From an optimization exercise on the open Yosys and OpenROAD flow, aimed at small area and a short achievable clock period; shortcuts taken in it are not production practice. Where RTL was checked, it was by simulation tests only, not by an equivalence proof against the original. No driver is modelled on the clock port, so clocking that relies on it looks cheaper here than on a real chip. Power figures rest on the tool's default switching activity, not on a simulated workload.

// SingleCycleMIPS
module SingleCycleMIPS(
    clk,
    rst_n,
    IR_addr,
    IR,
    ReadDataMem,
    CEN,
    WEN,
    A,
    Data2Mem,
    OEN
);
Size in the first run: ~4600 cells after synthesis, ~140 I/O pins, about 47000 µm² of cells after synthesis.
Settings: LEC_CHECK=0, CAP_MARGIN=20, CORE_MARGIN=2, CORE_UTILIZATION=55, PLACE_DENSITY=0.65, SLEW_MARGIN=20, SYNTH_HIERARCHICAL=1; clock period 18.0 ns.
standard.sh (not shown) runs the stock make flow with config.mk's settings and CLKGATE_MAP_FILE= SYNTH_SCRIPT=/design/flow/synth_recipe.tcl, a recipe that flattens the netlist after the stock synthesis.
==> flow/flow/run.sh <==
#!/bin/bash
# Own layout flow: the standard flow (standard.sh, unchanged synthesis)
# with stronger timing repair, plain buffers on the ports and a clock tree
# without dummy loads. Each tool's output goes to the ORFS logs under
# orfs/logs/; make's own output goes to standard.log.
set -euo pipefail
cd "$(dirname "$0")/.."
bash standard.sh \
  MATCH_CELL_FOOTPRINT=0 \
  SETUP_SLACK_MARGIN=8 \
  "BUFFER_PORTS_ARGS=-buffer_cell sky130_fd_sc_hd__buf_2" \
  "CTS_ARGS=-sink_clustering_enable -repair_clock_nets -dont_use_dummy_load -sink_clustering_size 28 -sink_clustering_max_diameter 90" \
  finish > standard.log 2>&1
Rerun with:
==> flow/flow/run.sh (replaced) <==
#!/bin/bash
# Own layout flow: the standard flow (standard.sh, unchanged synthesis)
# with stronger timing repair (a larger setup margin and more repair passes,
# see hooks.tcl), plain buffers on the ports and a clock tree without dummy
# loads. Each tool's output goes to the ORFS logs under orfs/logs/; make's
# own output goes to standard.log.
set -euo pipefail
cd "$(dirname "$0")/.."
HOOKS="$PWD/flow/hooks.tcl"
bash standard.sh \
  MATCH_CELL_FOOTPRINT=0 \
  SETUP_SLACK_MARGIN=8.5 \
  "BUFFER_PORTS_ARGS=-buffer_cell sky130_fd_sc_hd__buf_2" \
  "CTS_ARGS=-sink_clustering_enable -repair_clock_nets -dont_use_dummy_load -sink_clustering_size 28 -sink_clustering_max_diameter 90" \
  "PRE_FLOORPLAN_TCL=$HOOKS" "PRE_CTS_TCL=$HOOKS" "PRE_GLOBAL_ROUTE_TCL=$HOOKS" \
  finish > standard.log 2>&1
==> flow/flow/hooks.tcl (new file) <==
# Sourced before the floorplan, CTS and global-route steps: the same timing
# repair as ORFS's repair_timing_helper, with more repair passes.
proc repair_timing_helper { args } {
  set additional_args {}
  append_env_var additional_args SETUP_SLACK_MARGIN -setup_margin 1
  append_env_var additional_args HOLD_SLACK_MARGIN -hold_margin 1
  append_env_var additional_args SETUP_MOVE_SEQUENCE -sequence 1
  append_env_var additional_args TNS_END_PERCENT -repair_tns 1
  append_env_var additional_args SKIP_PIN_SWAP -skip_pin_swap 0
  append_env_var additional_args SKIP_GATE_CLONING -skip_gate_cloning 0
  append_env_var additional_args SKIP_BUFFER_REMOVAL -skip_buffer_removal 0
  append_env_var additional_args SKIP_LAST_GASP -skip_last_gasp 0
  append_env_var additional_args SKIP_VT_SWAP -skip_vt_swap 0
  append_env_var additional_args SKIP_CRIT_VT_SWAP -skip_crit_vt_swap 0
  append_env_var additional_args MATCH_CELL_FOOTPRINT -match_cell_footprint 0
  lappend additional_args -max_passes 200
  lappend additional_args {*}$args -verbose
  log_cmd repair_timing {*}$additional_args
}
Effect: Area after synthesis does not change. Synthesized cell count is unchanged. Count of clock-buffer cells in the layout stays the same.


Another version of the RTL of SingleCycleMIPS (not shown whole).
Size: roughly 4,400 cells after synthesis, about 1,100 flip-flops, about 48,000 µm² of cells after synthesis.
Settings: LEC_CHECK=0, CAP_MARGIN=20, CORE_MARGIN=2, CORE_UTILIZATION=50, SLEW_MARGIN=20, SYNTH_HIERARCHICAL=1; clock period 18.0 ns.
run.sh (not shown) runs the stock make flow with config.mk's settings and CLKGATE_MAP_FILE= SYNTH_SCRIPT=/design/flow/synth_recipe.tcl, a recipe that flattens the netlist after the stock synthesis.
Stock flow here: none of the scripts above is used.
The baseline passed the timing, design-rule and antenna checks.
==> next run, changes <==
--- a/flow/config.mk
+++ b/flow/config.mk
@@ -10 +10,2 @@
-export CORE_UTILIZATION = 50
+export CORE_UTILIZATION = 65
+export PLACE_DENSITY = 0.75
Outcome: The new run finished with timing, DRC and antenna clean. Global-route usage goes up by 10 points. Worst setup slack got worse by 0.096 ns. Final area falls by 0.89%. Synthesized cell count stays the same. Non-clock buffer count went up by 11. Sequential share of layout area rose by 0.34 points. Die area drops by 23%. Count of clock-buffer cells in the layout shrinks by 12. Power stays flat. Wire length shrinks by 4.9%.
Function was not checked in any run of this note: the RTL went through the layout flow alone.

[afterwards: timing with drivers on the ports]
The flow's constraints put no driver on any port. The routed layouts listed below were extracted and timed again, unchanged, in two steps. Step 1 assumes that a clkbuf_16 drives the clock port and a buf_2 every other input. Step 2 also shifts input and output timing later by t, the mid clock arrival at the registers, as if the neighbouring blocks saw the same clock. Slacks: ideal / step 1 / step 2; pairs: ideal / step 1.
run | t, ns | setup WS [ns] | hold slack, ns | clock arrival spread, ns | cell pins on the clock port's net
the first run of note 1 | 0.696 | 7.787 / 7.761 / 7.171 | 0.499 / 0.499 / 0.499 | 0.096 / 0.097 | 1
the second run of note 1 | 0.693 | 8.281 / 8.206 / 7.630 | 0.499 / 0.499 / 0.499 | 0.095 / 0.095 | 1
the first run of note 2 | 0.795 | 5.303 / 5.270 / 5.270 | 0.462 / 0.462 / 0.462 | 0.061 / 0.061 | 1
the second run of note 2 | 0.767 | 5.207 / 5.182 / 5.182 | 0.469 / 0.469 / 0.469 | 0.064 / 0.064 | 1
After both steps setup and hold are still met in every run listed. The setup slack of the second run of note 1, which loses most, moves by -0.075 ns with the drivers and by -0.651 ns with both steps.
